From an optimization exercise on the open Yosys and OpenROAD flow, aimed at small area; shortcuts taken in it are not production practice.
Only simulation tests tie the RTL to the original design; equivalence was not proved.

## v8
// risc_v_core
module risc_v_core
(
    input clk,
    input reset_n,
    output [31:0] imem_addr,
    input [31:0] imem_rdata,
    output [29:0] dmem_addr,
    output [3:0] dmem_we,
    output [31:0] dmem_wdata,
    input [31:0] dmem_rdata
);
    localparam [3:0] C_NONE  = 4'd0;
    localparam [3:0] C_OPIMM = 4'd1;
    localparam [3:0] C_OP    = 4'd2;
    localparam [3:0] C_LUI   = 4'd3;
    localparam [3:0] C_AUIPC = 4'd4;
    localparam [3:0] C_JAL   = 4'd5;
    localparam [3:0] C_JALR  = 4'd6;
    localparam [3:0] C_BR    = 4'd7;
    localparam [3:0] C_LD    = 4'd8;
    localparam [3:0] C_ST    = 4'd9;
    reg [31:0] pc;
    reg jbr;                        
    reg [3:0] st;                   
    reg [3:0] cls_d;
    reg [31:7] ir_d;
    reg [3:0] cls_e;
    reg [31:7] ir_e;
    reg w_en;                       
    reg byp1, byp2;
    reg en1;                        
    reg w_br;                       
    reg w_ld;
    reg w_jmp;
    reg [2:0] w_f3;
    reg [4:0] w_idx;
    reg [31:0] w_d;
    reg [1:0] w_hi;
    reg [31:0] rf [1:31];
    wire f_e = ~st[2];
    wire f_w = ~st[3];
    wire c2 = pc[1] & (f_w | pc[0]);
    wire [29:0] pcu = c2 ? pc[31:2] : pc[31:2] - 30'd1;
    wire [1:0] pcl_e = pc[1:0] + {f_e, ~f_e};
    wire [1:0] pcl_w = pc[1:0] + {f_w, ~f_w};
    wire [31:0] epc = {pcu, pcl_e};
    wire [31:0] link = {pcu, pcl_w};
    wire [31:0] tgt = {w_hi, w_d[31:2]};
    wire [31:0] pc_inc;
    inc32 u_inc (.a(pc), .y(pc_inc));
    wire jb = w_br & (tgt != link);
    wire [31:0] wdata;
    wbmux u_wb (.q(dmem_rdata), .off(w_d[1:0]), .f3(w_f3), .ld(w_ld), .jmp(w_jmp),
                .link({link[29:0], 2'b00}), .d(w_d), .y(wdata));
    wire [2:0] f3 = ir_e[14:12];
    wire [4:0] rd = ir_e[11:7];
    wire [4:0] rs1 = ir_e[19:15];
    wire [4:0] rs2 = ir_e[24:20];
    wire is_opimm = cls_e == C_OPIMM;
    wire is_op    = cls_e == C_OP;
    wire is_lui   = cls_e == C_LUI;
    wire is_auipc = cls_e == C_AUIPC;
    wire is_jal   = cls_e == C_JAL;
    wire is_jalr  = cls_e == C_JALR;
    wire is_br    = cls_e == C_BR;
    wire is_ld    = cls_e == C_LD;
    wire is_st    = cls_e == C_ST;
    wire [31:0] sel1, sel2;
    wire [31:0] src1, src2;
    integer i;
    genvar g, b;
    assign sel1[0] = byp1;
    assign sel2[0] = byp2;
    generate
        for (g = 1; g < 32; g = g + 1) begin : dec
            assign sel1[g] = en1 & (rs1 == g);
  ...
For scale: about 3800 cells after synthesis, ~160 I/O pins, roughly 0.052 mm² of cells after synthesis.
==> flow/config.mk <==
export PLATFORM = sky130hd
export DESIGN_NAME = risc_v_core
export DESIGN_NICKNAME = risc_v_core
export VERILOG_FILES = /design/flow/design.v
export SDC_FILE = /design/flow/constraint.sdc
export NUM_CORES = 4
export LEC_CHECK = 0
export CAP_MARGIN = 15
export CORE_MARGIN = 2
export CORE_UTILIZATION = 50
export PLACE_DENSITY = 0.65
export SETUP_SLACK_MARGIN = 0.5
export SLEW_MARGIN = 15
export SYNTH_HIERARCHICAL = 1
==> flow/constraint.sdc <==
create_clock -name core_clock -period 10.5 [get_ports {clk}]
set_input_delay 2.1000 -clock core_clock [delete_from_list [all_inputs] [get_ports {clk}]]
set_output_delay 2.1000 -clock core_clock [all_outputs]
set_load 0.01 [all_outputs]
standard.sh (not shown) runs the stock make flow with config.mk's settings and CLKGATE_MAP_FILE= SYNTH_SCRIPT=/design/flow/synth_recipe.tcl, a recipe that flattens the netlist after the stock synthesis.
==> flow/flow/run.sh <==
#!/bin/bash
# Layout of the design with the standard.sh (ORFS, the standard flow's config and
# synthesis script), with these changes:
#  - synthesis: the adders (bkadd) and register read muxes (rdmux32) are
#    mapped by ABC with ORFS's delay-oriented script as usual; every other
#    module is mapped with an
#    area-oriented variant of it (see patch_synth.py). Registers are
#    untouched (ABC runs after flip-flop mapping).
#  - clock tree: no dummy loads; clkbuf_8 clusters of up to 14 sinks.
#  - port buffers: buf_1.
# Each tool's output goes to its own log: ORFS writes per-step logs under
# orfs/logs/, and make's output is kept in flow_make.log.
set -euo pipefail
here=$(pwd)
rm -rf "$here/scripts_local"
cp -r "$FLOW_HOME/scripts" "$here/scripts_local"
python3 "$here/flow/patch_synth.py" "$here/scripts_local" > patch_synth.log 2>&1
export SCRIPTS_DIR="$here/scripts_local"
export CTS_ARGS="-sink_clustering_enable -repair_clock_nets -dont_use_dummy_load -sink_clustering_size 14 -sink_clustering_max_diameter 80 -buf_list sky130_fd_sc_hd__clkbuf_8"
export BUFFER_PORTS_ARGS="-buffer_cell sky130_fd_sc_hd__buf_1"
bash standard.sh > flow_make.log 2>&1
==> flow/flow/patch_synth.py <==
# Patch a copy of ORFS's scripts folder (argv[1]): map the modules on the
# critical path (bkadd, rdmux32) with the usual ABC script and all other
# modules with an area-oriented variant of
# it (delay relaxation, no &if -g/&synch2 balancing, no ABC buffering or
# upsizing; OpenROAD repairs slew, capacitance and timing after placement).
import sys, os
d = sys.argv[1]
speed = open(os.path.join(d, "abc_speed.script")).read()
body = speed[:speed.index("&put")]
relaxed = (body.replace("&if -g -K 6\n&synch2\n", "")
               .replace("&st\n&syn2\n", "&st\n&syn2\n&dch\n")
               .replace("&nf\n", "&nf -R 1000\n")) + "&put\n"
assert "&nf -R 1000" in relaxed and "&if" not in relaxed
open(os.path.join(d, "abc_relaxed.script"), "w").write(relaxed)
p = os.path.join(d, "synth.tcl")
s = open(p).read()
old = "  log_cmd abc {*}$abc_args\n} else {"
new = """  log_cmd abc {*}$abc_args bkadd rdmux32
  set relaxed_args [lreplace $abc_args 1 1 $::env(SCRIPTS_DIR)/abc_relaxed.script]
  log_cmd abc {*}$relaxed_args
} else {"""
assert s.count(old) == 1
s = s.replace(old, new)
open(p, "w").write(s)
print("patched", p)
print(relaxed)
diff inputs: v8 => v6
- an added CTS_CLUSTER_DIAMETER of 90
- a change of SETUP_SLACK_MARGIN from 0.5 to 0.3
- an added CTS_BUF_LIST of sky130_fd_sc_hd__clkbuf_16
- an added CTS_CLUSTER_SIZE of 22
==> flow/flow/run.sh <==
#!/bin/bash
# Layout of the design with the standard.sh (ORFS, the standard flow's config and
# synthesis script), with these changes:
#  - synthesis: the adder modules (bkadd) are mapped by ABC with ORFS's
#    delay-oriented script as usual; every other module is mapped with an
#    area-oriented variant of it (see patch_synth.py). Registers are
#    untouched (ABC runs after flip-flop mapping).
#  - clock tree: no dummy loads; clkbuf_16 clusters of up to 22 sinks.
#  - port buffers: buf_2.
# Each tool's output goes to its own log: ORFS writes per-step logs under
# orfs/logs/, and make's output is kept in flow_make.log.
set -euo pipefail
here=$(pwd)
rm -rf "$here/scripts_local"
cp -r "$FLOW_HOME/scripts" "$here/scripts_local"
python3 "$here/flow/patch_synth.py" "$here/scripts_local" > patch_synth.log 2>&1
export SCRIPTS_DIR="$here/scripts_local"
export CTS_ARGS="-sink_clustering_enable -repair_clock_nets -dont_use_dummy_load -sink_clustering_size 22 -sink_clustering_max_diameter 90 -buf_list sky130_fd_sc_hd__clkbuf_16"
export BUFFER_PORTS_ARGS="-buffer_cell sky130_fd_sc_hd__buf_2"
bash standard.sh > flow_make.log 2>&1
diff --git a/flow/flow/patch_synth.py b/flow/flow/patch_synth.py
--- a/flow/flow/patch_synth.py
+++ b/flow/flow/patch_synth.py
@@ -1,5 +1,4 @@
-# Patch a copy of ORFS's scripts folder (argv[1]): map the modules on the
-# critical path (bkadd, rdmux32) with the usual ABC script and all other
-# modules with an area-oriented variant of
+# Patch a copy of ORFS's scripts folder (argv[1]): map the bkadd modules with
+# the usual ABC script and all other modules with an area-oriented variant of
 # it (delay relaxation, no &if -g/&synch2 balancing, no ABC buffering or
 # upsizing; OpenROAD repairs slew, capacitance and timing after placement).
@@ -16,5 +15,5 @@
 s = open(p).read()
 old = "  log_cmd abc {*}$abc_args\n} else {"
-new = """  log_cmd abc {*}$abc_args bkadd rdmux32
+new = """  log_cmd abc {*}$abc_args bkadd
   set relaxed_args [lreplace $abc_args 1 1 $::env(SCRIPTS_DIR)/abc_relaxed.script]
   log_cmd abc {*}$relaxed_args
Findings:
- Of v8 and v6, the run reporting the lower clock skew was v6.
- The higher count of clock buffers in the final design came out of v8.
- Sort v8 and v6 by depth of the critical timing path with buffers and inverters included asc -> top: v6

## static timing again, ports no longer ideal
How much do the figures lean on ideal ports? The routed layouts below were timed once more, with nothing changed but the port constraints. Step 1: set_driving_cell puts a clkbuf_16 on clk and a buf_2 on each other input, an assumption about the parent block. Step 2 times the ports against the registers' clock, not the clock port: input delays grow and output delays shrink by t, the midpoint of the rising clock arrivals with the driver on. Slacks: ideal / step 1 / step 2; pairs: ideal / step 1.
run | t (ns) | setup WS [ns] | hold slack, ns
v8 | 0.864 | 0.613 / 0.536 / 0.704 | 0.323 / 0.323 / 0.323
v6 | 0.758 | 0.266 / 0.194 / 0.406 | 0.331 / 0.331 / 0.331
After both steps setup and hold are still met in every run listed.
